This is an optimization exercise on Yosys and OpenROAD, whose aim is small area, not a production implementation.
Function was checked by simulation only, so behaviour that the tests miss may differ from the original.
No driver is modelled on the clock port, so clocking that relies on it looks cheaper here than on a real chip.
Power and IR drop assume default switching activity.

==> flow/flow/run.sh <==
#!/bin/bash
# The standard layout (standard.sh), with three changes to how it is made:
#  * synthesis maps logic with an area-oriented ABC script (synth_area.tcl,
#    abc_area.script); everything else in it is the standard synthesis;
#  * every port is still buffered, with the smallest buffer (buf_1);
#  * CTS builds the clock tree from clkbuf_4 without dummy loads.
set -euo pipefail
F=$PWD/flow
export FLOW_ABC_SCRIPT=$F/abc_area.script
export BUFFER_PORTS_ARGS="-buffer_cell sky130_fd_sc_hd__buf_1"
export CTS_ARGS="-sink_clustering_enable -repair_clock_nets -dont_use_dummy_load -buf_list sky130_fd_sc_hd__clkbuf_8"
bash standard.sh SYNTH_SCRIPT=$F/synth_area.tcl finish > standard_make.log 2>&1
==> flow/flow/abc_area.script <==
strash
&get -n
&fraig -x
&put
scorr
dc2
strash
&get -n
&dch -f
&nf -R 1000
&put
==> flow/flow/synth_area.tcl <==
proc synth {args} { yosys synth -nofsm -noshare {*}$args }
# Same as the standard synthesis, except that the technology mapping
# (abc) uses an area-oriented script instead of ORFS's speed script.
proc abc {args} {
  set i [lsearch -exact $args -script]
  if {$i >= 0} { set args [lreplace $args [expr {$i + 1}] [expr {$i + 1}] $::env(FLOW_ABC_SCRIPT)] }
  yosys abc {*}$args
}
source $::env(SCRIPTS_DIR)/synth.tcl
# left out here: clear keep_hierarchy, flatten, clean up, hide names made inside functions, write 1_2_yosys.v
==> flow/standard.sh <==
#!/bin/bash
# synth_recipe.tcl (not shown) runs the flow's synth.tcl, then flattens the netlist and writes it again
# the make line also repeats each setting of config.mk as NAME=value (left out here)
make -C /OpenROAD-flow-scripts/flow DESIGN_CONFIG=/design/flow/config.mk WORK_HOME=/design/flow/orfs CLKGATE_MAP_FILE= SYNTH_SCRIPT=/design/flow/synth_recipe.tcl "${@:-finish}"
==> flow/config.mk <==
export PLATFORM = sky130hd
export DESIGN_NAME = UDP_Packet_Sender
export DESIGN_NICKNAME = UDP_Packet_Sender
export VERILOG_FILES = /design/flow/design.v
export SDC_FILE = /design/flow/constraint.sdc
export NUM_CORES = 4
export LEC_CHECK = 0
export CAP_MARGIN = 20
export CORE_MARGIN = 2
export CORE_UTILIZATION = 40
export PLACE_DENSITY = 0.6
export SLEW_MARGIN = 20
==> flow/constraint.sdc <==
create_clock -name core_clock -period 6.0 [get_ports {clk}]
set_input_delay 1.2000 -clock core_clock [delete_from_list [all_inputs] [get_ports {clk}]]
set_output_delay 1.2000 -clock core_clock [all_outputs]
set_load 0.01 [all_outputs]
==> flow/design.v <==
`timescale 1ns / 1ps
module UDP_Packet_Sender(
    clk,rst,
    SRC_PORT,
    DST_PORT,
    DST_MAC,
    Dst_IP,Local_IP,
    StartUDPSend,
    UserDaPacketLen,
    UserDaFifoRd,
    UserDaFifoDout,
    Mac_tx_data,
    Mac_tx_mod,
    Mac_tx_sop,
    Mac_tx_eop,
    Mac_tx_wren,
    Mac_tx_rdy);
input               clk,rst;
input       [15:0]  SRC_PORT,DST_PORT;
input       [47:0]  DST_MAC;
input       [31:0]  Dst_IP,Local_IP;
input               StartUDPSend;
input       [15:0]  UserDaPacketLen;
output              UserDaFifoRd;
input       [31:0]  UserDaFifoDout;
output      [31:0]  Mac_tx_data;
output      [1:0]   Mac_tx_mod;
output              Mac_tx_sop;
output              Mac_tx_eop;
output              Mac_tx_wren;
input               Mac_tx_rdy;
localparam [3:0] INIT  = 4'd0;
localparam [3:0] SP1   = 4'd1;
localparam [3:0] SP2   = 4'd2;
localparam [3:0] SP3   = 4'd3;
localparam [3:0] SP4   = 4'd4;
localparam [3:0] SP5   = 4'd5;
localparam [3:0] SP6   = 4'd6;
localparam [3:0] SP7   = 4'd7;
localparam [3:0] SP8   = 4'd8;
localparam [3:0] SP9   = 4'd9;
localparam [3:0] SP10A = 4'd10;   
localparam [3:0] SP10B = 4'd11;   
localparam [3:0] SPN2  = 4'd12;   
localparam [3:0] SPN1  = 4'd13;   
localparam [3:0] DONE  = 4'd14;   
localparam [15:0] CKS_K = 16'h0512;
reg  [3:0]  state;
reg         rdy_q;               
reg  [15:0] IP_IDENTIFICATION;
reg  [15:0] acc;
reg         acc_c;
reg  [31:0] dreg;
wire rdy   = Mac_tx_rdy;
wire s_idle = (state == INIT) | (state == DONE);
wire s_1    = (state == SP1);
wire s_2    = (state == SP2);
wire s_3    = (state == SP3);
wire s_4    = (state == SP4);
wire s_5    = (state == SP5);
wire s_6    = (state == SP6);
wire s_7    = (state == SP7);
wire s_8    = (state == SP8);
wire s_9    = (state == SP9);
wire s_10   = (state == SP10A) | (state == SP10B);
wire s_n    = (state == SPN2) | (state == SPN1);
wire s_ck   = s_1 | s_2 | s_3 | s_4 | s_5 | s_6;    
wire s_ld   = s_7 | s_8;                           
wire s_pay  = s_9 | s_10 | s_n;                    
wire go     = s_idle & StartUDPSend & rdy;
genvar gi;
wire        len_k = ~s_10;
wire [15:0] len_sum;
wire [16:0] l_c;
assign len_sum[1:0] = UserDaPacketLen[1:0];
assign len_sum[2]   = UserDaPacketLen[2] ^ len_k;
assign l_c[3]       = UserDaPacketLen[2] & len_k;
assign len_sum[3]   = ~(UserDaPacketLen[3] ^ l_c[3]);
assign l_c[4]       = UserDaPacketLen[3] | l_c[3];
assign len_sum[4]   = UserDaPacketLen[4] ^ len_k ^ l_c[4];
assign l_c[5]       = (UserDaPacketLen[4] & len_k) | (l_c[4] & (UserDaPacketLen[4] ^ len_k));
generate
    for (gi = 5; gi < 16; gi = gi + 1) begin : g_len
        assign len_sum[gi] = UserDaPacketLen[gi] ^ l_c[gi];
        assign l_c[gi+1]   = UserDaPacketLen[gi] & l_c[gi];
    end
endgenerate
wire [15:0] udp_length      = len_sum;
wire [15:0] ip_total_length = len_sum;
wire len_wrap = (&UserDaPacketLen[15:5]) & (|UserDaPacketLen[4:2]);    
wire s_dec  = rdy_q & (s_10 | s_n);             
wire [15:0] add_a =
      ({16{s_ck | s_pay}} & acc)
    | ({16{s_idle}}       & 16'h052d)
    | ({16{s_ld}}         & 16'hffff);         
wire [15:0] add_x =
      ({16{s_idle | s_ld}} & UserDaPacketLen)
    | ({16{s_1 & rdy_q}}   & IP_IDENTIFICATION)
    | ({16{s_2 & rdy_q}}   & Local_IP[31:16])
    | ({16{s_3 & rdy_q}}   & Local_IP[15:0])
    | ({16{s_4 & rdy_q}}   & Dst_IP[31:16])
    | ({16{s_5 & rdy_q}}   & Dst_IP[15:0])
    | {{14{s_pay}}, {2{s_pay & ~s_dec}}};
wire        add_ci = (s_ck & acc_c) | (s_pay & ~s_dec) | (s_idle & ~len_wrap);
wire [15:0] add_sum;
wire [15:0] a_g = add_a & add_x;
wire [15:0] a_p = add_a ^ add_x;
wire [16:0] a_c;
wire [3:0]  b_g, b_p;
assign a_c[0] = add_ci;
generate
    for (gi = 0; gi < 4; gi = gi + 1) begin : g_blk
        assign b_g[gi] = a_g[4*gi+3] | (a_p[4*gi+3] & a_g[4*gi+2]) | (a_p[4*gi+3] & a_p[4*gi+2] & a_g[4*gi+1])
                       | (a_p[4*gi+3] & a_p[4*gi+2] & a_p[4*gi+1] & a_g[4*gi]);
        assign b_p[gi] = &a_p[4*gi+3:4*gi];
        assign a_c[4*gi+4] = b_g[gi] | (b_p[gi] & a_c[4*gi]);
        assign a_c[4*gi+1] = a_g[4*gi]   | (a_p[4*gi]   & a_c[4*gi]);
        assign a_c[4*gi+2] = a_g[4*gi+1] | (a_p[4*gi+1] & a_c[4*gi+1]);
        assign a_c[4*gi+3] = a_g[4*gi+2] | (a_p[4*gi+2] & a_c[4*gi+2]);
    end
endgenerate
assign add_sum = a_p ^ a_c[15:0];
wire acc_c_next = a_c[16] ^ s_ld ^ (s_pay & ~acc_c);
wire more       = ~acc_c & (~s_dec | (|acc[15:2]));    
always @(posedge clk)
    {acc_c, acc} <= {acc_c_next, add_sum};
wire [15:0] id_inc;
wire [16:0] i_c;
assign i_c[0] = go;
generate
    for (gi = 0; gi < 16; gi = gi + 1) begin : g_id
        assign id_inc[gi] = IP_IDENTIFICATION[gi] ^ i_c[gi];
        assign i_c[gi+1]  = IP_IDENTIFICATION[gi] & i_c[gi];
    end
endgenerate
reg [3:0] next_state;
always @(*) begin
    next_state = state;
    case (state)
        INIT, DONE: next_state = go ? SP1 : INIT;
        SP1:   if (rdy) next_state = SP2;
        SP2:   if (rdy) next_state = SP3;
        SP3:   if (rdy) next_state = SP4;
        SP4:   if (rdy) next_state = SP5;
        SP5:   if (rdy) next_state = SP6;
        SP6:   if (rdy) next_state = SP7;
        SP7:   if (rdy) next_state = SP8;
        SP8:   if (rdy) next_state = SP9;
        SP9:   if (rdy) next_state = more ? SP10B : SP10A;
        SP10A: next_state = rdy ? DONE : SP10B;
        SP10B: if (rdy) next_state = more ? SPN2 : SPN1;
        SPN2:  if (rdy) next_state = more ? SPN2 : SPN1;
        SPN1:  if (rdy) next_state = DONE;
        default: next_state = INIT;
    endcase
end
always @(posedge clk or posedge rst)
    if (rst) begin
        state             <= INIT;
        IP_IDENTIFICATION <= 16'h0;
    end else begin
        state             <= next_state;
        IP_IDENTIFICATION <= id_inc;
    end
always @(posedge clk)
    rdy_q <= rdy;
wire s_dl = s_n & rdy_q;
wire s_dh = s_n & ~rdy_q;
wire [31:0] next_word =
      ({32{s_idle}} & {16'h0000, DST_MAC[47:32]})
    | ({32{s_1}}    & DST_MAC[31:0])
    | ({32{s_2}}    & (48'h5c_63_bf_41_6c_6a >> 16))
    | ({32{s_3}}    & {16'h6c6a, 16'h0800})
    | ({32{s_4}}    & {4'h4, 4'h5, 8'h0, ip_total_length})
    | ({32{s_5}}    & {IP_IDENTIFICATION, 3'h2, 13'h0})
    | ({32{s_6}}    & {8'h80, 8'h11, 16'h0000})
    | ({32{s_7}}    & Local_IP)
    | ({32{s_8}}    & Dst_IP)
    | ({32{s_9}}    & {SRC_PORT, DST_PORT})
    | ({32{s_10}}   & {udp_length, 16'h0000})
    | ({32{s_dl}}   & UserDaFifoDout)
    | ({32{s_dh}}   & dreg);
always @(posedge clk)
    dreg <= next_word;
assign Mac_tx_data  = {dreg[31:16], s_7 ? ~acc : dreg[15:0]};
assign Mac_tx_wren  = (state == DONE) | (rdy_q & (state != INIT));
assign UserDaFifoRd = rdy_q & ((state == SP10B) | (state == SPN2));
assign Mac_tx_sop   = s_1;
assign Mac_tx_eop   = (state == DONE);
assign Mac_tx_mod   = (state == DONE) ? {UserDaPacketLen[1] ^ UserDaPacketLen[0], UserDaPacketLen[0]} : 2'b00;
endmodule
==> results.ini, run 1 <==
[pwr]
p_leak_uw = 0.00264
clockPowerShare = 0.087
comb_power_share = 0.669
seqPwrFrac = 0.245
power.switching_uw = 1730
power_density_nw_per_um2 = 555
internal-power_uw = 1780
p_sw_frac = 0.493
peakVddDrop_mv = 0.218
power_uw = 3520

[routing]
drt_pass1_iterations = 9
drt-total-wl_mm = 21.6
drt_iter0_drc = 1032
num_vias = 6192
dr.max_layer_used = met4
drc = 0
vias_per_cell = 6.38
wl_met2_mm = 10.1
wl_met3_mm = 2.54
routedWlPerCell_um = 22.3
drt-met1-wl_mm = 8.56
postRouteAntennaNets = 0

[placement]
dp_cells = 961
hpwl_mm = 16.2
pre_cts_ws_ps = 601
finalWeightedCongestion = 1.03
port_buffers = 233

[critical_path]
crit_path_start_kind = register
slowest_delay_ps = 600
reg2reg_from = state[1]$_DFFE_PP0P_
end_kind = register
reg2regPathDepth = 21
crit_chain = buf_4, and2_0, clkinv_1, o21ai_0, nand2_1, a222oi_1, nand3_1, ha_1, a21o_1, a21oi_1, nor2b_1, o21ai_0, nand2b_1, a21oi_1, o21ai_0, nand3_1, o211ai_1, fa_1, fa_1, fa_1, xor2_1
worst-setup-path-type = register to register
reg2reg_slack_ps = 560
path_max_fanout = 13
crit_required_ps = 6240
rr_endpoint = acc[15]$_DFF_P_
crit_start = state[1]$_DFFE_PP0P_
crit_arrival_ps = 5680
crit_slowest_cell = dfrtp_1

[final_layout]
drive_above_1_share = 0.0499
nets = 1057
area_delta_synth_final_pct = 26.3
antennaDiodeCount = 0
fillers = 1215
final_common_cell = buf_1
fin_cells = 970
final_cell_mix = 233 x buf_1, 75 x nand2_1, 65 x a222oi_1

[clock_network]
clock-sinks = 70
numCtsBuffers = 9
cts_tree = yes
hold_buffers = 0
clk_path_buf_depth = 2
cts_setup_buffers = 0
postCtsResizedCells = 0
clock_latency_ps = 370
clk_pin_slew_ps = 70
htreeDepth = 3
cts-root-buf = clkbuf_8

[yosys]
syn_avg_cell_area_sq_um = 9.09
ys_async_sr_fraction = 0.286
ys_seq_area_frac = 0.300
synth_fp_nets = 804
ys_types = 37
syn_inst = 551
yosysWarningCount = 1
ys.flop_type = dfxtp_1
synth_enable_flop_cells = 0
synth_seq_cells = 70
netlist_area_sq_um = 5010

[floorplan]
ioPinCount = 234
core_sq_um = 12100
die_w_um = 116
start_util = 0.414
num_rows = 40
dieArea_sq_um = 13400
die_y_um = 116

[sta]
tightest_slew_ps = 911
finalClockSkew_ps = 17.1
slew_headroom = 0.390
fmax_ghz = 0.184
fin_crit_sh = 0.907
rsz0062_at_grt = no
post-route-min-period_ps = 5440
setup_violations = 0
fin_setup_tns_ps = 0
setup_slack_ps = 559
slew_violations = 0
whs_ps = 483
hold_viol = 0

[run_status]
status = finished clean

[hold_path]
min_path_type = register to register
hold_end = dreg[12]$_DFF_P_
min-delay-start = dreg[12]$_DFF_P_
hold_depth = 2

[grt]
grt-ovfl-total = 0
grt_antenna_before_repair = 0
grt_start_max_net_pins = 35
grt_pass1_wl_mm = 32.3
grt_pass1_vias = 5935
grt.total_usage = 0.319

[flow_run]
maxCapViolCount = 0

[final cells by class]
| class | instances | area, sq um | share of cell area |
|---|---|---|---|
| clock buffer | 9 | 124 | 0.0196 |
| tap | 168 | 210 | 0.0332 |
| timing repair buffer | 258 | 1060 | 0.168 |
| sequential | 70 | 1500 | 0.237 |
| inverter | 22 | 82.6 | 0.0130 |
| multi-input combinational | 443 | 3350 | 0.529 |
[kinds of logic after synthesis]
family                     count (synthesis)  synth area share
muxes                                      1           0.00225
buffers and inverters                     38            0.0405
adders and majority gates                 57             0.162
xor gates and xnor gates                   8            0.0140
AOI/OAI and AO/OA                        193             0.310
DFF                                       70             0.300
and+or+nand+nor                          184             0.172
[synthesized netlist by cell type, drive strengths merged, types with 5 or more instances]
cell type	number	area [sq um]
a21o	8	60.1
a21oi	21	105
a221o	6	60.1
a221oi	28	245
a222oi	65	651
a22oi	23	173
and3	10	62.6
buf	16	120
clkinv	22	82.6
dfrtp	20	500
dfxtp	50	1000
fa	13	260
ha	44	551
nand2	75	282
nand2b	5	31.3
nand3	49	245
nand4	6	37.5
nor2	12	45.0
nor2b	5	31.3
nor3	11	55.1
o21ai	24	120
xnor2	5	43.8
[sequential cells by signal (all words and copies together), names as in the netlist]
| signal | flops |
|---|---|
| IP_IDENTIFICATION | 16 |
| state | 4 |
| acc | 16 |
| dreg | 32 |
| acc_c | 1 |
| rdy_q | 1 |
[power groups by stage]
| stage | sequential (uW) | clock, uW | combinational, uW |
|---|---|---|---|
| 2_1_floorplan | 805 | 0 | 1640 |
| 5_1_grt | 881 | 334 | 2650 |
| 3_5_place_dp | 865 | 0 | 2320 |
| 3_3_place_gp | 860 | 0 | 2260 |
| 4_1_cts | 856 | 313 | 2330 |
| 6_report | 860 | 304 | 2350 |
[worst max-delay path, delay by kind of cell, from the launching register on]
family	cells	cell delay [ps]
XOR/XNOR	1	170
flip-flops	1	600
buffers and inverters	2	430
AO/OA/AOI/OAI	8	1410
adder cells (fa/ha/maj)	4	1740
AND/OR/NAND/NOR	6	960
[per-stage QoR]
step | cell area [sq um] | util
2_1_floorplan | 5020 | -
3_3_place_gp | 6200 | 0.512
3_5_place_dp | 6200 | 0.512
4_1_cts | 6330 | 0.523
5_1_grt | 6330 | 0.523
6_report | 6330 | 0.523
[routing by layer]
metal / up-vias / track usage
met5: - / 0
met4: 0 / 0.0778
met3: 47 / 0.0795
met2: 462 / 0.518
met1: 2919 / 0.428
li1: 2764 / -
[worst max-delay path by stage]
stage / slack, ps / endpoint / cells past startpoint
2_1_floorplan: 160 / acc[15]$_DFF_P_ / 20
3_3_place_gp: 700 / acc[15]$_DFF_P_ / 23
3_5_place_dp: 600 / acc[15]$_DFF_P_ / 21
4_1_cts: 550 / acc[15]$_DFF_P_ / 21
5_1_grt: 50 / acc[15]$_DFF_P_ / 21
6_report: 560 / acc[15]$_DFF_P_ / 21
==> inputs of run 2 (changes only) <==
--- a/flow/flow/run.sh
+++ b/flow/flow/run.sh
@@ -3,7 +3,7 @@
 #  * synthesis maps logic with an area-oriented ABC script (synth_area.tcl,
 #    abc_area.script); everything else in it is the standard synthesis;
 #  * every port is still buffered, with the smallest buffer (buf_1);
-#  * CTS builds the clock tree from clkbuf_4 without dummy loads.
+#  * CTS builds the clock tree from clkbuf_8 without dummy loads.
 set -euo pipefail
 F=$PWD/flow
 export FLOW_ABC_SCRIPT=$F/abc_area.script
==> results.ini, run 2 <==
[sta]
fmax_ghz = 0.184  ; unchanged
post-route-min-period_ps = 5440  ; unchanged
fin_setup_tns_ps = 0  ; unchanged
rsz0062_at_grt = no
hold_viol = 0  ; unchanged
tightest_slew_ps = 911  ; unchanged
fin_crit_sh = 0.907  ; unchanged
slew_headroom = 0.390  ; unchanged
finalClockSkew_ps = 17.1  ; unchanged
slew_violations = 0  ; unchanged
whs_ps = 483  ; unchanged
setup_violations = 0  ; unchanged

[yosys]
yosysWarningCount = 1  ; unchanged
synthTopCellsByArea = dfxtp_1 20%, a222oi_1 13%, ha_1 11%
ys_seq_area_frac = 0.300  ; unchanged
netlist_area_sq_um = 5010  ; unchanged
synth_seq_cells = 70  ; unchanged
syn_avg_cell_area_sq_um = 9.09  ; unchanged
syn_inst = 551  ; unchanged
netlist_top_cells_count = 75 x nand2_1, 65 x a222oi_1, 50 x dfxtp_1
ys.flop_type = dfxtp_1
ys_async_sr_fraction = 0.286  ; unchanged
synth_fp_nets = 804  ; unchanged
ys_types = 37  ; unchanged
yosysTopAreaCell = dfxtp_1
synth_enable_flop_cells = 0  ; unchanged
synth_top_area_share = 0.200  ; unchanged
synth_most_common_cell = nand2_1

[final_layout]
drive_above_1_share = 0.0499  ; unchanged
nets = 1057  ; unchanged
final_cell_mix = 233 x buf_1, 75 x nand2_1, 65 x a222oi_1
antennaDiodeCount = 0  ; unchanged
fillers = 1215  ; unchanged
area_delta_synth_final_pct = 26.3  ; unchanged
final_util = 0.523  ; unchanged
fin_cells = 970  ; unchanged
regMostFlops = dreg
final_common_cell = buf_1
largest_reg_flops = 32  ; unchanged
design_area_sq_um = 6330  ; unchanged

[critical_path]
worst-setup-path-type = register to register
crit_arrival_ps = 5680  ; about the same
crit_start = state[1]$_DFFE_PP0P_
path_max_fanout = 13  ; unchanged
crit_path_start_kind = register
rr_endpoint = acc[15]$_DFF_P_
end_kind = register
reg2reg_slack_ps = 560  ; about the same
crit_end = acc[15]$_DFF_P_
crit_required_ps = 6240  ; about the same
reg2reg_from = state[1]$_DFFE_PP0P_
reg2regPathDepth = 21  ; unchanged

[placement]
finalWeightedCongestion = 1.03  ; unchanged
dp_cells = 961  ; unchanged
hpwl_mm = 16.2  ; unchanged
port_buffers = 233  ; unchanged
placed_area_sq_um = 6200  ; unchanged

[routing]
drc = 0  ; unchanged
postRouteAntennaNets = 0  ; unchanged
drt-total-wl_mm = 21.6  ; unchanged
vias_per_cell = 6.38  ; unchanged
drt_pass1_iterations = 9  ; unchanged
drt_iter0_drc = 1032  ; unchanged
num_vias = 6192  ; unchanged
routedWlPerCell_um = 22.3  ; unchanged

[pwr]
power_density_nw_per_um2 = 555  ; unchanged
seqPwrFrac = 0.245  ; about the same
clockPowerShare = 0.087  ; about the same
power.switching_uw = 1730  ; unchanged
comb_power_share = 0.669  ; about the same
internal-power_uw = 1780  ; unchanged
p_leak_uw = 0.00264  ; unchanged
p_sw_frac = 0.493  ; unchanged
peakVddDrop_mv = 0.218  ; unchanged

[hold_path]
min-delay-start = dreg[12]$_DFF_P_
min_path_type = register to register

[clock_network]
clk_pin_slew_ps = 70  ; about the same
numCtsBuffers = 9  ; unchanged
cts_setup_buffers = 0  ; unchanged
htreeDepth = 3  ; unchanged
cts_tree = yes
cts-root-buf = clkbuf_8
clock_latency_ps = 370  ; about the same
hold_buffers = 0  ; unchanged
clk_path_buf_depth = 2  ; unchanged
clock-sinks = 70  ; unchanged

[floorplan]
dieArea_sq_um = 13400  ; unchanged
start_util = 0.414  ; unchanged
num_rows = 40  ; unchanged
die_y_um = 116  ; unchanged
core_sq_um = 12100  ; unchanged
ioPinCount = 234  ; unchanged
die_w_um = 116  ; unchanged

[run_status]
status = finished clean

[grt]
grt-ovfl-total = 0  ; unchanged
grt.total_usage = 0.319  ; unchanged
grt_pass1_vias = 5935  ; unchanged
grt_antenna_before_repair = 0  ; unchanged
grt_pass1_wl_mm = 32.3  ; unchanged
grt_start_max_net_pins = 35  ; unchanged

[flow_run]
maxCapViolCount = 0  ; unchanged

[run 2: layout make-up]
cell class                      count  area [sq um]  area share
Multi-Input combinational cell    443          3350       0.529
Clock buffer                        9           124      0.0196
Timing Repair Buffer              258          1060       0.168
Inverter                           22          82.6      0.0130
Tap cell                          168           210      0.0332
Sequential cell                    70          1500       0.237
[run 2: worst min path at each step]
stage                       end  cells after the start
6_report       dreg[12]$_DFF_P_                      2
5_1_grt        dreg[12]$_DFF_P_                      2
4_1_cts        dreg[12]$_DFF_P_                      2
3_5_place_dp   dreg[12]$_DFF_P_                      2
3_3_place_gp   dreg[10]$_DFF_P_                      2
2_1_floorplan  dreg[10]$_DFF_P_                      2
[run 2: power groups by stage]
| stage | Combinational [uW] | Clock, uW | Sequential (uW) |
|---|---|---|---|
| 4_1_cts | 2330 | 313 | 856 |
| 2_1_floorplan | 1640 | 0 | 805 |
| 3_5_place_dp | 2320 | 0 | 865 |
| 5_1_grt | 2650 | 334 | 881 |
| 3_3_place_gp | 2260 | 0 | 860 |
| 6_report | 2350 | 304 | 860 |
[run 2: metal layers]
metal  wire, um  global-route usage
met5          0                   0
met4        393              0.0778
met3       2540              0.0795
met2      10100               0.518
met1       8560               0.428
[run 2: logic make-up after synthesis]
logic type      Yosys count  synth area share
compound gates          193             0.310
simple gates            184             0.172
flops                    70             0.300
fa+ha+maj                57             0.162
buf+inv                  38            0.0405
xor+xnor                  8            0.0140
mux                       1           0.00225
[run 2: what timing repair did]
item                       4_1_cts  5_1_grt
setup endpoints to repair        0        1
gates resized for setup          0        1
hold endpoints to repair         0        0
[run 2: per-stage QoR]
step | power (uW) | setup slack [ps]
floorplan | 2450 | 157
finish | 3520 | 559
global route | 3860 | 46.0
global placement | 3120 | 705
detailed placement | 3180 | 601
CTS | 3500 | 553
[run 2: worst max-delay path, stage by stage, from the launching register on]
cell and delay [ps]:
dfrtp_1 600, buf_4 230, and2_0 280, clkinv_1 200, o21ai_0 180, nand2_1 200, a222oi_1 260, nand3_1 180
ha_1 330, a21o_1 160, a21oi_1 140, nor2b_1 60, o21ai_0 170, nand2b_1 120, a21oi_1 170, o21ai_0 170
nand3_1 120, o211ai_1 160, fa_1 490, fa_1 470, fa_1 450, xor2_1 170
==> inputs of run 3 (changes only) <==
==> flow/flow/run.sh (replaced) <==
#!/bin/bash
# The standard layout (standard.sh), with three changes to how it is made:
#  * synthesis maps logic with an area-oriented ABC script (synth_area.tcl,
#    abc_area.script); everything else in it is the standard synthesis;
#  * every port is still buffered, with the smallest buffer (buf_1);
#  * CTS builds the clock tree from clkbuf_4 without dummy loads.
set -euo pipefail
F=$PWD/flow
export FLOW_ABC_SCRIPT=$F/abc_area.script
export BUFFER_PORTS_ARGS="-buffer_cell sky130_fd_sc_hd__buf_1"
export CTS_ARGS="-sink_clustering_enable -repair_clock_nets -dont_use_dummy_load -buf_list sky130_fd_sc_hd__clkbuf_4 -sink_clustering_size 8"
bash standard.sh SYNTH_SCRIPT=$F/synth_area.tcl finish > standard_make.log 2>&1
==> results.ini, run 3 <==
[run_status]
status = finished clean

[hold_path]
min_path_type = register to register

[floorplan]
dieArea_sq_um = 13400  ; unchanged
core_sq_um = 12100  ; unchanged
start_util = 0.414  ; unchanged
die_y_um = 116  ; unchanged
ioPinCount = 234  ; unchanged
num_rows = 40  ; unchanged
die_w_um = 116  ; unchanged

[yosys]
syn_inst = 551  ; unchanged
ys.flop_type = dfxtp_1
synth_top_area_share = 0.200  ; unchanged
ys_types = 37  ; unchanged
synthTopCellsByArea = dfxtp_1 20%, a222oi_1 13%, ha_1 11%
yosysTopAreaCell = dfxtp_1
ys_seq_area_frac = 0.300  ; unchanged
ys_async_sr_fraction = 0.286  ; unchanged
syn_avg_cell_area_sq_um = 9.09  ; unchanged
yosysWarningCount = 1  ; unchanged
netlist_area_sq_um = 5010  ; unchanged
netlist_top_cells_count = 75 x nand2_1, 65 x a222oi_1, 50 x dfxtp_1
synth_seq_cells = 70  ; unchanged
synth_enable_flop_cells = 0  ; unchanged
synth_most_common_cell = nand2_1
synth_fp_nets = 804  ; unchanged

[clock_network]
clock-sinks = 70  ; unchanged
numCtsBuffers = 9  ; unchanged
cts_setup_buffers = 0  ; unchanged
clk_pin_slew_ps = 100  ; +30 ps
hold_buffers = 0  ; unchanged
cts_tree = yes
clk_path_buf_depth = 2  ; unchanged
htreeDepth = 3  ; unchanged
cts-root-buf = clkbuf_4
clock_latency_ps = 470  ; +100 ps

[grt]
grt_start_max_net_pins = 35  ; unchanged
grt_pass1_wl_mm = 32.2  ; -0.47%
grt.total_usage = 0.317  ; -0.00132
grt_pass1_vias = 5962  ; +0.45%
grt_antenna_before_repair = 1  ; +1
grt-ovfl-total = 0  ; unchanged

[sta]
tightest_slew_ps = 888  ; -22.8 ps
hold_viol = 0  ; unchanged
fin_setup_tns_ps = 0  ; unchanged
setup_slack_ps = 562  ; +3.11 ps
slew_violations = 0  ; unchanged
post-route-min-period_ps = 5440  ; -3.10 ps
setup_violations = 0  ; unchanged
fmax_ghz = 0.184  ; about the same
fin_crit_sh = 0.906  ; about the same
rsz0062_at_grt = no
finalClockSkew_ps = 25.2  ; +8.14 ps
slew_headroom = 0.405  ; +0.0152

[critical_path]
path_buf_inv = 2  ; unchanged
crit_required_ps = 6340  ; +100 ps
crit_chain = buf_4, and2_0, clkinv_1, o21ai_0, nand2_1, a222oi_1, nand3_1, ha_1, a21o_1, a21oi_1, nor2b_1, o21ai_0, nand2b_1, a21oi_1, o21ai_0, nand3_1, o211ai_1, fa_1, fa_1, fa_1, xor2_1
crit_path_start_kind = register
reg2reg_slack_ps = 560  ; about the same
worst-setup-path-type = register to register
path_max_fanout = 13  ; unchanged
crit_family = adder cells
end_kind = register
slowest_delay_ps = 610  ; about the same
crit_arrival_ps = 5780  ; +100 ps
crit_slowest_cell = dfrtp_1

[routing]
drt_iter0_drc = 1060  ; +2.7%
num_vias = 6258  ; +1.1%
routedWlPerCell_um = 22.3  ; +0.13%
drt-total-wl_mm = 21.7  ; +0.24%
drc = 0  ; unchanged
vias_per_cell = 6.44  ; +0.96%
postRouteAntennaNets = 0  ; unchanged
drt_pass1_iterations = 10  ; +1

[final_layout]
design_area_sq_um = 6280  ; -0.85%
largest_reg_flops = 32  ; unchanged
final_cell_mix = 233 x buf_1, 75 x nand2_1, 65 x a222oi_1
fin_cells = 971  ; +0.10%
final_common_cell = buf_1
final_util = 0.518  ; -0.00444
area_delta_synth_final_pct = 25.2
regMostFlops = dreg
nets = 1057  ; unchanged
drive_above_1_share = 0.0499  ; unchanged

[placement]
finalWeightedCongestion = 1.03  ; unchanged
placed_area_sq_um = 6200  ; unchanged
hpwl_mm = 16.2  ; unchanged
dp_cells = 961  ; unchanged
port_buffers = 233  ; unchanged
pre_cts_ws_ps = 601  ; unchanged

[pwr]
power_density_nw_per_um2 = 549  ; -1.1%
peakVddDrop_mv = 0.220  ; +0.67%
p_leak_uw = 0.00262  ; -0.88%

[flow_run]
maxCapViolCount = 0  ; unchanged

run 3: changes by cell type in the layout (fill, tap and decap cells not counted):
cell / change
clkbuf_8: -9
clkbuf_4: +9
diode_2: +1
run 3: path summary, 6_finish.rpt:
check | to | cells after the start | from
max | acc[15]$_DFF_P_ | 21 | state[1]$_DFFE_PP0P_
min | dreg[12]$_DFF_P_ | 2 | dreg[12]$_DFF_P_
max reg2reg | acc[15]$_DFF_P_ | 21 | state[1]$_DFFE_PP0P_
min reg2reg | dreg[12]$_DFF_P_ | 2 | dreg[12]$_DFF_P_
max in group asynchronous | state[3]$_DFFE_PP0P_ | 2 | rst
min in group asynchronous | IP_IDENTIFICATION[0]$_DFF_PP0_ | 2 | rst
run 3: repair_timing:
item,CTS,global route
endpoints found under the hold margin,0,0
gates resized for setup,0,1
endpoints found under the setup margin,0,1
run 3: worst register-to-register path, cell delays in order (launching register included):
cell	delay, ps
dfrtp_1	610
buf_4	230
and2_0	270
clkinv_1	200
o21ai_0	180
nand2_1	200
a222oi_1	260
nand3_1	190
ha_1	330
a21o_1	160
a21oi_1	140
nor2b_1	60
o21ai_0	170
nand2b_1	120
a21oi_1	170
o21ai_0	170
nand3_1	130
o211ai_1	160
fa_1	500
fa_1	460
fa_1	450
xor2_1	170
run 3: cell type report:
| class | count | area (sq um) |
|---|---|---|
| inverters | 22 | 82.6 |
| flip-flops and latches | 70 | 1500 |
| fillers | 1230 | 5840 |
| multi-input cells | 443 | 3350 |
| clock buffers | 9 | 67.6 |
| repair buffers | 258 | 1060 |
| diodes | 1 | 2.50 |
| well taps | 168 | 210 |
run 3: logic make-up after synthesis:
| family | synth area share |
|---|---|
| simple gates | 0.172 |
| buf+inv | 0.0405 |
| fa+ha+maj | 0.162 |
| compound gates | 0.310 |
| mux | 0.00225 |
| xor+xnor | 0.0140 |
| flops | 0.300 |
run 3: metrics by stage:
step | power [uW] | hold WS (ps)
after global placement | 3120 | 453
after global routing | 3790 | 516
after detailed placement | 3180 | 460
after floorplan | 2450 | 439
final | 3450 | 485
after CTS | 3420 | 485
run 3: layer usage:
layer / wire length (um) / GRT usage / up-vias / part of all wire
met4: 471 / 0.0889 / 0 / 0.022
met2: 10100 / 0.512 / 471 / 0.47
met1: 8480 / 0.421 / 2964 / 0.39
met3: 2590 / 0.0858 / 54 / 0.12
met5: 0 / 0 / - / 0
li1: - / - / 2769 / -
run 3: power breakdown:
part	internal [uW]	total [uW]	switching, uW
sequential	695	858	163
combinational	951	2350	1400
clock	69.4	234	165
==> inputs of run 4 (changes only) <==
--- a/flow/flow/run.sh
+++ b/flow/flow/run.sh
@@ -3,7 +3,7 @@
 #  * synthesis maps logic with an area-oriented ABC script (synth_area.tcl,
 #    abc_area.script); everything else in it is the standard synthesis;
 #  * every port is still buffered, with the smallest buffer (buf_1);
-#  * CTS builds the clock tree from clkbuf_4 without dummy loads.
+#  * CTS builds the clock tree from clkbuf_4 (clusters of at most 8 sinks) without dummy loads.
 set -euo pipefail
 F=$PWD/flow
 export FLOW_ABC_SCRIPT=$F/abc_area.script
==> results.ini, run 4 <==
[final_layout]
final_common_cell = buf_1
largest_reg_flops = 32  ; unchanged
multi_input_area_sq_um = 3350  ; unchanged
drive_above_1_share = 0.0499  ; unchanged
final_util = 0.518  ; unchanged
final_cell_mix = 233 x buf_1, 75 x nand2_1, 65 x a222oi_1
area_delta_synth_final_pct = 25.2  ; unchanged
nets = 1057  ; unchanged
regMostFlops = dreg
fin_cells = 971  ; unchanged
fillers = 1230  ; unchanged
regArea_sq_um = 1500  ; unchanged

[yosys]
synth_seq_cells = 70  ; unchanged
ys_async_sr_fraction = 0.286  ; unchanged
ys_types = 37  ; unchanged
netlist_area_sq_um = 5010  ; unchanged
synth_most_common_cell = nand2_1
synthTopCellsByArea = dfxtp_1 20%, a222oi_1 13%, ha_1 11%
ys.flop_type = dfxtp_1
synth_fp_nets = 804  ; unchanged
yosysWarningCount = 1  ; unchanged
netlist_top_cells_count = 75 x nand2_1, 65 x a222oi_1, 50 x dfxtp_1
synth_enable_flop_cells = 0  ; unchanged
synth_top_area_share = 0.200  ; unchanged
syn_inst = 551  ; unchanged
ys_seq_area_frac = 0.300  ; unchanged
syn_avg_cell_area_sq_um = 9.09  ; unchanged
yosysTopAreaCell = dfxtp_1

[grt]
grt-ovfl-total = 0  ; unchanged
grt_antenna_before_repair = 1  ; unchanged
grt.total_usage = 0.317  ; unchanged
grt_pass1_vias = 5962  ; unchanged
grt_start_max_net_pins = 35  ; unchanged
grt_pass1_wl_mm = 32.2  ; unchanged

[critical_path]
crit_start = state[1]$_DFFE_PP0P_
rr_endpoint = acc[15]$_DFF_P_
reg2reg_from = state[1]$_DFFE_PP0P_
crit_path_start_kind = register
crit_arrival_ps = 5780  ; about the same
worst-setup-path-type = register to register
slowest_delay_ps = 610  ; about the same
reg2reg_slack_ps = 560  ; about the same
crit_end = acc[15]$_DFF_P_
crit_slowest_cell = dfrtp_1
crit_required_ps = 6340  ; about the same
crit_chain = buf_4, and2_0, clkinv_1, o21ai_0, nand2_1, a222oi_1, nand3_1, ha_1, a21o_1, a21oi_1, nor2b_1, o21ai_0, nand2b_1, a21oi_1, o21ai_0, nand3_1, o211ai_1, fa_1, fa_1, fa_1, xor2_1
reg2regPathDepth = 21  ; unchanged
end_kind = register
path_max_fanout = 13  ; unchanged

[pwr]
power_density_nw_per_um2 = 549  ; unchanged
p_leak_uw = 0.00262  ; unchanged
peakVddDrop_mv = 0.220  ; unchanged

[routing]
vias_per_cell = 6.44  ; unchanged
postRouteAntennaNets = 0  ; unchanged
drt_iter0_drc = 1060  ; unchanged
routedWlPerCell_um = 22.3  ; unchanged
drc = 0  ; unchanged
drt-total-wl_mm = 21.7  ; unchanged
drt_pass1_iterations = 10  ; unchanged
num_vias = 6258  ; unchanged

[sta]
fin_crit_sh = 0.906  ; unchanged
post-route-min-period_ps = 5440  ; unchanged
tightest_slew_ps = 888  ; unchanged
hold_viol = 0  ; unchanged
rsz0062_at_grt = no
finalClockSkew_ps = 25.2  ; unchanged
fmax_ghz = 0.184  ; unchanged
whs_ps = 485  ; unchanged
slew_headroom = 0.405  ; unchanged
setup_slack_ps = 562  ; unchanged
setup_violations = 0  ; unchanged
fin_setup_tns_ps = 0  ; unchanged
slew_violations = 0  ; unchanged

[clock_network]
numCtsBuffers = 9  ; unchanged
clk_pin_slew_ps = 100  ; about the same
cts_setup_buffers = 0  ; unchanged
htreeDepth = 3  ; unchanged
clk_path_buf_depth = 2  ; unchanged
clock-sinks = 70  ; unchanged
clock_latency_ps = 470  ; about the same
hold_buffers = 0  ; unchanged
cts_tree = yes
cts-root-buf = clkbuf_4

[floorplan]
ioPinCount = 234  ; unchanged
core_sq_um = 12100  ; unchanged
start_util = 0.414  ; unchanged
dieArea_sq_um = 13400  ; unchanged
die_w_um = 116  ; unchanged
num_rows = 40  ; unchanged
die_y_um = 116  ; unchanged

[hold_path]
min_path_type = register to register

[placement]
pre_cts_ws_ps = 601  ; unchanged
dp_cells = 961  ; unchanged
finalWeightedCongestion = 1.03  ; unchanged
hpwl_mm = 16.2  ; unchanged
port_buffers = 233  ; unchanged

[flow_run]
maxCapViolCount = 0  ; unchanged

[run_status]
status = finished clean

-- run 4: cell counts after synthesis --
No cell type changed its count.
-- run 4: timing repair --
action                                  CTS  global route
resized for setup                         0             1
endpoints found under the setup margin    0             1
endpoints found under the hold margin     0             0
-- run 4: through the flow --
step | total power (uW) | cell area, sq um
after floorplan | 2450 | 5020
after global placement | 3120 | 6200
after detailed placement | 3180 | 6200
after CTS | 3420 | 6270
after global routing | 3790 | 6280
final | 3450 | 6280
-- run 4: layout make-up --
| cell class | instances | area share |
|---|---|---|
| inverters | 22 | 0.0132 |
| diodes | 1 | 0.000399 |
| well taps | 168 | 0.0335 |
| clock buffers | 9 | 0.0108 |
| flip-flops and latches | 70 | 0.239 |
| multi-input cells | 443 | 0.533 |
| repair buffers | 258 | 0.169 |
-- run 4: critical path: cells and delay by family (launching register included) --
kind / cells / cell delay (ps)
fa+ha+maj: 4 / 1740
compound gates: 8 / 1410
simple gates: 6 / 970
flops: 1 / 610
buf+inv: 2 / 430
xor+xnor: 1 / 170
-- run 4: logic make-up (layout without fill, tap and decap cells) --
logic type                 Yosys count  after routing  share of synthesized area
other                                0              1                          0
xor gates and xnor gates             8              8                     0.0140
DFF                                 70             70                      0.300
buffers and inverters               38            289                     0.0405
and+or+nand+nor                    184            184                      0.172
AOI/OAI and AO/OA                  193            193                      0.310
muxes                                1              1                    0.00225
adders and majority gates           57             57                      0.162
-- run 4: worst min path at each step --
| stage | from | end | depth (start not counted) |
|---|---|---|---|
| floorplan | dreg[10]$_DFF_P_ | dreg[10]$_DFF_P_ | 2 |
| global placement | dreg[10]$_DFF_P_ | dreg[10]$_DFF_P_ | 2 |
| detailed placement | dreg[12]$_DFF_P_ | dreg[12]$_DFF_P_ | 2 |
| CTS | dreg[12]$_DFF_P_ | dreg[12]$_DFF_P_ | 2 |
| global route | dreg[12]$_DFF_P_ | dreg[12]$_DFF_P_ | 2 |
| finish | dreg[12]$_DFF_P_ | dreg[12]$_DFF_P_ | 2 |
-- run 4: metal layers --
layer	track usage	routed length (um)
met1	0.421	8480
met2	0.512	10100
met3	0.0858	2590
met4	0.0889	471
met5	0	0
-- run 4: where the power goes --
group          switching (uW)  total (uW)  internal, uW
Combinational            1400        2350           951
Clock                     165         234          69.4
Sequential                163         858           695
Total                    1730        3450          1720
==> inputs of run 5 (changes only) <==
==> flow/flow/run.sh (replaced) <==
#!/bin/bash
# The standard layout (standard.sh), with these changes to how it is made:
#  * synthesis maps logic with an area-oriented ABC script (synth_area.tcl,
#    abc_area.script); everything else in it is the standard synthesis;
#  * every port is still buffered, with the smallest buffer (buf_1);
#  * CTS builds the clock tree from clkbuf_4 without dummy loads; after CTS,
#    leaf buffers driving more than 8 clock pins become clkbuf_8
#    (clk_resize.tcl), then the standard flow continues to the end.
set -euo pipefail
F=$PWD/flow
export FLOW_ABC_SCRIPT=$F/abc_area.script
export BUFFER_PORTS_ARGS="-buffer_cell sky130_fd_sc_hd__buf_1"
export CTS_ARGS="-sink_clustering_enable -repair_clock_nets -dont_use_dummy_load -buf_list sky130_fd_sc_hd__clkbuf_4"
bash standard.sh SYNTH_SCRIPT=$F/synth_area.tcl cts > standard_make_cts.log 2>&1
R=$PWD/orfs/results/sky130hd/UDP_Packet_Sender/base
LIB_FILE=$FLOW_HOME/platforms/sky130hd/lib/sky130_fd_sc_hd__tt_025C_1v80.lib ODB_IN=$R/4_cts.odb SDC_IN=$R/4_cts.sdc \
  openroad -no_init -exit $F/clk_resize.tcl > clk_resize.log 2>&1
bash standard.sh SYNTH_SCRIPT=$F/synth_area.tcl finish > standard_make.log 2>&1
==> flow/flow/clk_resize.tcl (new file) <==
# After CTS: a clkbuf_4 that drives more than 8 flip-flop clock pins is
# swapped for a clkbuf_8 (same tree, stronger leaf), then placement is legalized.
read_liberty $::env(LIB_FILE)
read_db $::env(ODB_IN)
read_sdc $::env(SDC_IN)
set n 0
foreach inst [[ord::get_db_block] getInsts] {
  if {[[$inst getMaster] getName] ne "sky130_fd_sc_hd__clkbuf_4"} { continue }
  foreach it [$inst getITerms] {
    if {![$it isOutputSignal]} { continue }
    set sinks [expr {[llength [[$it getNet] getITerms]] - 1}]
    if {$sinks > 8} {
      replace_cell [get_cells [$inst getName]] sky130_fd_sc_hd__clkbuf_8
      incr n
    }
  }
}
puts "clk_resize: $n leaf buffers upsized"
detailed_placement
check_placement -verbose
write_db $::env(ODB_IN)
--- a/flow/config.mk
+++ b/flow/config.mk
@@ -7,6 +7,6 @@
 export LEC_CHECK = 0
 export CAP_MARGIN = 20
 export CORE_MARGIN = 2
-export CORE_UTILIZATION = 40
-export PLACE_DENSITY = 0.6
+export CORE_UTILIZATION = 60
+export PLACE_DENSITY = 0.8
 export SLEW_MARGIN = 20
==> results.ini, run 5 <==
[run_status]
status = finished clean

[hold_path]
min-delay-start = dreg[12]$_DFF_P_
hold_end = dreg[12]$_DFF_P_
hold_depth = 2  ; unchanged
min_path_type = register to register

[yosys]
yosysWarningCount = 1  ; unchanged
yosysTopAreaCell = dfxtp_1
netlist_area_sq_um = 5010  ; unchanged
syn_avg_cell_area_sq_um = 9.09  ; unchanged
ys_async_sr_fraction = 0.286  ; unchanged
synth_enable_flop_cells = 0  ; unchanged
synth_top_area_share = 0.200  ; unchanged
synthTopCellsByArea = dfxtp_1 20%, a222oi_1 13%, ha_1 11%
synth_seq_cells = 70  ; unchanged
netlist_top_cells_count = 75 x nand2_1, 65 x a222oi_1, 50 x dfxtp_1
ys_seq_area_frac = 0.300  ; unchanged
ys_types = 37  ; unchanged
synth_most_common_cell = nand2_1
ys.flop_type = dfxtp_1
syn_inst = 551  ; unchanged
synth_fp_nets = 804  ; unchanged

[critical_path]
end_kind = register
reg2reg_slack_ps = 450  ; -110 ps
crit_required_ps = 6330  ; about the same
reg2reg_from = state[1]$_DFFE_PP0P_
path_max_fanout = 18  ; +5
crit_path_start_kind = register
reg2regPathDepth = 19  ; -9.5%
crit_arrival_ps = 5880  ; +100 ps
rr_endpoint = acc[15]$_DFF_P_
worst-setup-path-type = register to register

[floorplan]
ioPinCount = 234  ; unchanged
core_sq_um = 8180  ; -32%
die_w_um = 95.4  ; -18%
die_y_um = 95.4  ; -18%
dieArea_sq_um = 9100  ; -32%
num_rows = 33  ; -18%
start_util = 0.613  ; +0.199

[routing]
drc = 0  ; unchanged
vias_per_cell = 7.23  ; +12%
num_vias = 6510  ; +4.0%
drt_iter0_drc = 1242  ; +17%
drt_pass1_iterations = 10  ; unchanged
routedWlPerCell_um = 23.1  ; +3.6%
drt-total-wl_mm = 20.8  ; -3.8%
postRouteAntennaNets = 0  ; unchanged

[placement]
placed_area_sq_um = 6070  ; -2.1%
hpwl_mm = 15.2  ; -6.3%
dp_cells = 892  ; -7.2%
finalWeightedCongestion = 1.07  ; +3.3%
port_buffers = 233  ; unchanged
pre_cts_ws_ps = 570  ; -30.5 ps

[sta]
slew_violations = 0  ; unchanged
fin_crit_sh = 0.925  ; +0.0187
post-route-min-period_ps = 5550  ; +112 ps
setup_slack_ps = 450  ; -112 ps
finalClockSkew_ps = 33.7  ; +8.51 ps
fmax_ghz = 0.180  ; -2.0%
slew_headroom = 0.227  ; -0.178
setup_violations = 0  ; unchanged
rsz0062_at_grt = no
fin_setup_tns_ps = 0  ; unchanged
hold_viol = 0  ; unchanged
tightest_slew_ps = 1150  ; +266 ps

[pwr]
p_sw_frac = 0.501  ; -0.00169
comb_power_share = 0.675  ; -0.008
power.switching_uw = 1750  ; +1.1%
clockPowerShare = 0.078  ; +0.010
p_leak_uw = 0.00260  ; -0.65%
internal-power_uw = 1750  ; +1.8%
power_density_nw_per_um2 = 566  ; +3.0%
peakVddDrop_mv = 0.342  ; +56%
seqPwrFrac = 0.247  ; -0.002

[clock_network]
htreeDepth = 3  ; unchanged
hold_buffers = 0  ; unchanged
clock-sinks = 70  ; unchanged
cts_setup_buffers = 0  ; unchanged
postCtsResizedCells = 0  ; unchanged
cts_tree = yes
clock_latency_ps = 450  ; -20 ps
clk_pin_slew_ps = 100  ; about the same
clk_path_buf_depth = 2  ; unchanged
numCtsBuffers = 9  ; unchanged
cts-root-buf = clkbuf_4

[final_layout]
area_delta_synth_final_pct = 23.3
final_common_cell = buf_1
final_cell_mix = 233 x buf_1, 75 x nand2_1, 65 x a222oi_1
drive_above_1_share = 0.0427  ; -0.00716
regMostFlops = dreg
design_area_sq_um = 6180  ; -1.6%
nets = 1051  ; -0.57%
largest_reg_flops = 32  ; unchanged
antennaDiodeCount = 0  ; -1
fin_cells = 901  ; -7.2%
final_util = 0.756  ; +0.238

[grt]
grt_start_max_net_pins = 35  ; unchanged
grt-ovfl-total = 0  ; unchanged
grt_pass1_vias = 5953  ; -0.15%
grt.total_usage = 0.448  ; +0.130
grt_pass1_wl_mm = 30.3  ; -5.7%
grt_antenna_before_repair = 0  ; -1

[flow_run]
maxCapViolCount = 0  ; unchanged

[run 5: cell counts after synthesis]
Identical to the previous run, type by type.
[run 5: logic make-up (layout without fill, tap and decap cells)]
logic type                 count (synthesis)  in the layout  synth area share
AOI/OAI and AO/OA                        193            193             0.310
and+or+nand+nor                          184            184             0.172
DFF                                       70             70             0.300
adders and majority gates                 57             57             0.162
buffers and inverters                     38            283            0.0405
xor gates and xnor gates                   8              8            0.0140
muxes                                      1              1           0.00225
[run 5: critical path, stage by stage, from the launching register on]
cell,delay (ps)
dfrtp_1,610
nor2b_1,300
nand3_1,220
nand3_1,450
a222oi_1,490
nand3_1,200
ha_1,330
a21o_1,160
a21oi_1,150
nor2b_1,60
o21ai_0,150
nand2b_1,120
a21oi_1,160
o21ai_0,170
nand3_1,130
o211ai_1,170
fa_1,480
fa_1,460
fa_1,450
xor2_1,160
[run 5: through the flow]
stage               total power [uW]  hold slack, ps
global route                    3770             517
detailed placement              3140             463
CTS                             3380             489
global placement                3010             455
floorplan                       2450             439
finish                          3500             479
[run 5: per-layer routing]
layer,GRT usage,wire [um]
met1,0.588,7270
met2,0.717,9480
met4,0.194,836
met3,0.0925,3250
met5,0,0
[run 5: how the worst max path moves through the flow]
stage	from	endpoint	slack [ps]	cells past startpoint
floorplan	state[2]$_DFFE_PP0P_	acc[15]$_DFF_P_	160	20
global placement	state[1]$_DFFE_PP0P_	acc[15]$_DFF_P_	710	19
detailed placement	state[3]$_DFFE_PP0P_	acc[15]$_DFF_P_	570	22
CTS	state[3]$_DFFE_PP0P_	acc[15]$_DFF_P_	510	22
global route	state[1]$_DFFE_PP0P_	acc[15]$_DFF_P_	160	19
finish	state[1]$_DFFE_PP0P_	acc[15]$_DFF_P_	450	19
[run 5: power groups by stage]
stage	Sequential [uW]	Clock, uW	Combinational, uW
3_5_place_dp	862	0	2280
2_1_floorplan	805	0	1640
6_report	864	273	2360
5_1_grt	880	290	2600
4_1_cts	853	231	2300
3_3_place_gp	855	0	2150
[run 5: final cells by class]
| cell class | instances | area, sq um |
|---|---|---|
| multi-input combinational | 443 | 3350 |
| fill | 648 | 2000 |
| sequential | 70 | 1500 |
| timing repair buffer | 252 | 1020 |
| tap | 105 | 131 |
| clock buffer | 9 | 98.8 |
| inverter | 22 | 82.6 |
==> inputs of run 6 (changes only) <==
==> flow/flow/abc_area.script (replaced) <==
strash
&get -n
&fraig -x
&put
scorr
dc2
strash
&get -n
&dch -f
&nf -R 1000 -C 32
&put
--- a/flow/config.mk
+++ b/flow/config.mk
@@ -5,8 +5,8 @@
 export SDC_FILE = /design/flow/constraint.sdc
 export NUM_CORES = 4
 export LEC_CHECK = 0
-export CAP_MARGIN = 20
+export CAP_MARGIN = 0
 export CORE_MARGIN = 2
 export CORE_UTILIZATION = 60
 export PLACE_DENSITY = 0.8
-export SLEW_MARGIN = 20
+export SLEW_MARGIN = 0
==> results.ini, run 6 <==
[sta]
finalClockSkew_ps = 41.1  ; +7.35 ps
rsz0062_at_grt = no
setup_violations = 0  ; unchanged
fin_crit_sh = 0.946  ; +0.0207
fin_setup_tns_ps = 0  ; unchanged
slew_headroom = 0.220  ; -0.00622
post-route-min-period_ps = 5670  ; +124 ps
hold_viol = 0  ; unchanged
fmax_ghz = 0.176  ; -2.2%
tightest_slew_ps = 1160  ; +9.28 ps
setup_slack_ps = 326  ; -124 ps
slew_violations = 0  ; unchanged

[pwr]
peakVddDrop_mv = 0.317  ; -7.2%
power_density_nw_per_um2 = 572  ; +1.0%
p_leak_uw = 0.00258  ; -0.67%

[final_layout]
final_util = 0.755  ; -0.00109
largest_reg_flops = 32  ; unchanged
final_cell_mix = 233 x buf_1, 74 x nand2_1, 69 x a222oi_1
final_common_cell = buf_1
regMostFlops = dreg
antennaDiodeCount = 0  ; unchanged
fin_cells = 895  ; -0.67%
area_delta_synth_final_pct = 23.4  ; about the same
drive_above_1_share = 0.0430  ; +0.000324
nets = 1045  ; -0.57%
fillers = 642  ; -0.93%

[routing]
drt_pass1_iterations = 17  ; +7
drt-total-wl_mm = 21.5  ; +3.0%
postRouteAntennaNets = 0  ; unchanged
drt_iter0_drc = 1423  ; +15%
drc = 0  ; unchanged
vias_per_cell = 7.24  ; +0.16%
routedWlPerCell_um = 24.0  ; +3.6%
num_vias = 6477  ; -0.51%

[placement]
pre_cts_ws_ps = 531  ; -39.8 ps
dp_cells = 886  ; -0.67%
port_buffers = 233  ; unchanged
finalWeightedCongestion = 1.07  ; +0.17%
hpwl_mm = 15.6  ; +2.4%

[run_status]
status = finished clean

[yosys]
synth_top_area_share = 0.201  ; +0.00146
synth_seq_cells = 70  ; unchanged
synth_fp_nets = 797  ; -0.87%
netlist_area_sq_um = 4970  ; -0.72%
synth_enable_flop_cells = 0  ; unchanged
ys_async_sr_fraction = 0.286  ; unchanged
ys_types = 34  ; -8.1%
synthTopCellsByArea = dfxtp_1 20%, a222oi_1 14%, ha_1 11%
yosysTopAreaCell = dfxtp_1
yosysWarningCount = 1  ; unchanged
netlist_top_cells_count = 74 x nand2_1, 69 x a222oi_1, 50 x dfxtp_1
synth_most_common_cell = nand2_1
syn_inst = 544  ; -1.3%
syn_avg_cell_area_sq_um = 9.14  ; +0.55%
ys_seq_area_frac = 0.302  ; +0.00219
ys.flop_type = dfxtp_1

[floorplan]
ioPinCount = 234  ; unchanged
dieArea_sq_um = 9040  ; -0.69%
num_rows = 33  ; unchanged
start_util = 0.612  ; -0.00135
core_sq_um = 8130  ; -0.51%
die_w_um = 95.1  ; -0.35%
die_y_um = 95.1  ; -0.35%

[critical_path]
crit_path_start_kind = register
crit_required_ps = 6310  ; -20 ps
crit_slowest_cell = dfrtp_1
rr_endpoint = acc[15]$_DFF_P_
crit_arrival_ps = 5990  ; +110 ps
reg2reg_from = state[2]$_DFFE_PP0P_
worst-setup-path-type = register to register
path_max_fanout = 16  ; -2
reg2regPathDepth = 22  ; +3
crit_chain = nor2_1, and2_0, nand2_1, o21ai_0, nor3_1, nand2_1, buf_4, a21o_1, ha_1, a21o_1, a21oi_1, nor2b_1, o21ai_0, nand2b_1, a21oi_1, o21ai_0, nand3_1, o211ai_1, fa_1, fa_1, fa_1, xor2_1
reg2reg_slack_ps = 330  ; -120 ps
end_kind = register
slowest_delay_ps = 550  ; -60 ps

[hold_path]
hold_end = dreg[23]$_DFF_P_
min-delay-start = dreg[23]$_DFF_P_
hold_depth = 2  ; unchanged
min_path_type = register to register

[grt]
grt-ovfl-total = 0  ; unchanged
grt_start_max_net_pins = 35  ; unchanged
grt_pass1_vias = 6050  ; +1.6%
grt.total_usage = 0.461  ; +0.0136
grt_antenna_before_repair = 0  ; unchanged
grt_pass1_wl_mm = 31.2  ; +2.8%

[clock_network]
numCtsBuffers = 9  ; unchanged
cts-root-buf = clkbuf_4
htreeDepth = 3  ; unchanged
clock_latency_ps = 440  ; about the same
clk_pin_slew_ps = 90  ; about the same
hold_buffers = 0  ; unchanged
clock-sinks = 70  ; unchanged
clk_path_buf_depth = 2  ; unchanged
cts_tree = yes
cts_setup_buffers = 0  ; unchanged
postCtsResizedCells = 0  ; unchanged

[flow_run]
maxCapViolCount = 0  ; unchanged

==> run 6: report_power, final <==
group / internal, uW / switching [uW]
Combinational: 935 / 1430
Sequential: 698 / 176
Clock: 97.8 / 170
==> run 6: kinds of logic after synthesis <==
family | after synthesis | share of synthesized area
buffers and inverters | 35 | 0.0385
adders and majority gates | 57 | 0.163
AOI/OAI and AO/OA | 190 | 0.310
and+or+nand+nor | 184 | 0.173
DFF | 70 | 0.302
xor gates and xnor gates | 8 | 0.0141
==> run 6: worst max-delay path by stage <==
stage / cells after the start / from / slack (ps) / endpoint
detailed placement: 22 / state[2]$_DFFE_PP0P_ / 530 / acc[15]$_DFF_P_
global route: 22 / state[3]$_DFFE_PP0P_ / 30 / acc[15]$_DFF_P_
finish: 22 / state[2]$_DFFE_PP0P_ / 330 / acc[15]$_DFF_P_
floorplan: 20 / state[2]$_DFFE_PP0P_ / 130 / acc[15]$_DFF_P_
global placement: 22 / state[2]$_DFFE_PP0P_ / 760 / acc[15]$_DFF_P_
CTS: 22 / state[2]$_DFFE_PP0P_ / 540 / acc[15]$_DFF_P_
==> run 6: critical path: cells and delay by family (launching register included) <==
family | cells | cell delay, ps
buffers and inverters | 1 | 210
DFF | 1 | 550
xor gates and xnor gates | 1 | 170
AOI/OAI and AO/OA | 8 | 1370
and+or+nand+nor | 8 | 1570
adders and majority gates | 4 | 1680
==> run 6: cell type report <==
cell class,count,area [sq um],area share
inverter,19,71.3,0.0116
timing repair buffer,253,1020,0.167
clock buffer,9,92.6,0.0151
tap,105,131,0.0214
sequential,70,1500,0.245
multi-input combinational,439,3320,0.540
==> run 6: stage by stage <==
step | hold slack (ps) | area [sq um] | total power (uW)
after global placement | 468 | 6050 | 3000
final | 495 | 6140 | 3510
after global routing | 527 | 6140 | 3750
after floorplan | 448 | 4980 | 2420
after CTS | 497 | 6110 | 3370
after detailed placement | 473 | 6050 | 3140
==> run 6: per-layer routing <==
layer / vias to the layer above / wire length, um / GRT usage
met1: 2921 / 7460 / 0.608
met2: 678 / 9500 / 0.701
met3: 136 / 3490 / 0.140
met4: 0 / 1010 / 0.205
met5: - / 0 / 0
li1: 2742 / - / -

-- re-timing with driven ports --
How much do the figures lean on ideal ports? The routed layouts below were timed once more, with nothing changed but the port constraints. Step 1 (the two cells are an assumption about what drives the block):
set clk [get_ports {clk}]
set_driving_cell -lib_cell sky130_fd_sc_hd__clkbuf_16 $clk
set_driving_cell -lib_cell sky130_fd_sc_hd__buf_2 [delete_from_list [all_inputs] $clk]
Step 2 adds t to the input delays and takes it off the output delays; t is the mean of the earliest and latest rising clock arrival at the registers after step 1. Input paths then give back, and output paths get back, about the clock's delay inside the block. Three values: ideal, step 1, step 2; two values: the first two.
run	t, ns	setup WS [ns]	worst setup path at the end	latest minus earliest clock arrival (ns)	cell pins on the clock port's net
run 1	0.397	0.559 / 0.559 / 0.559	register to register	0.017 / 0.017	1
run 2	0.397	0.559 / 0.559 / 0.559	register to register	0.017 / 0.017	1
run 3	0.493	0.562 / 0.562 / 0.562	register to register	0.025 / 0.025	1
run 4	0.493	0.562 / 0.562 / 0.562	register to register	0.025 / 0.025	1
run 5	0.461	0.450 / 0.450 / 0.450	register to register	0.034 / 0.034	1
run 6	0.455	0.326 / 0.326 / 0.326	register to register	0.042 / 0.042	1
After both steps setup and hold are still met in every run listed.
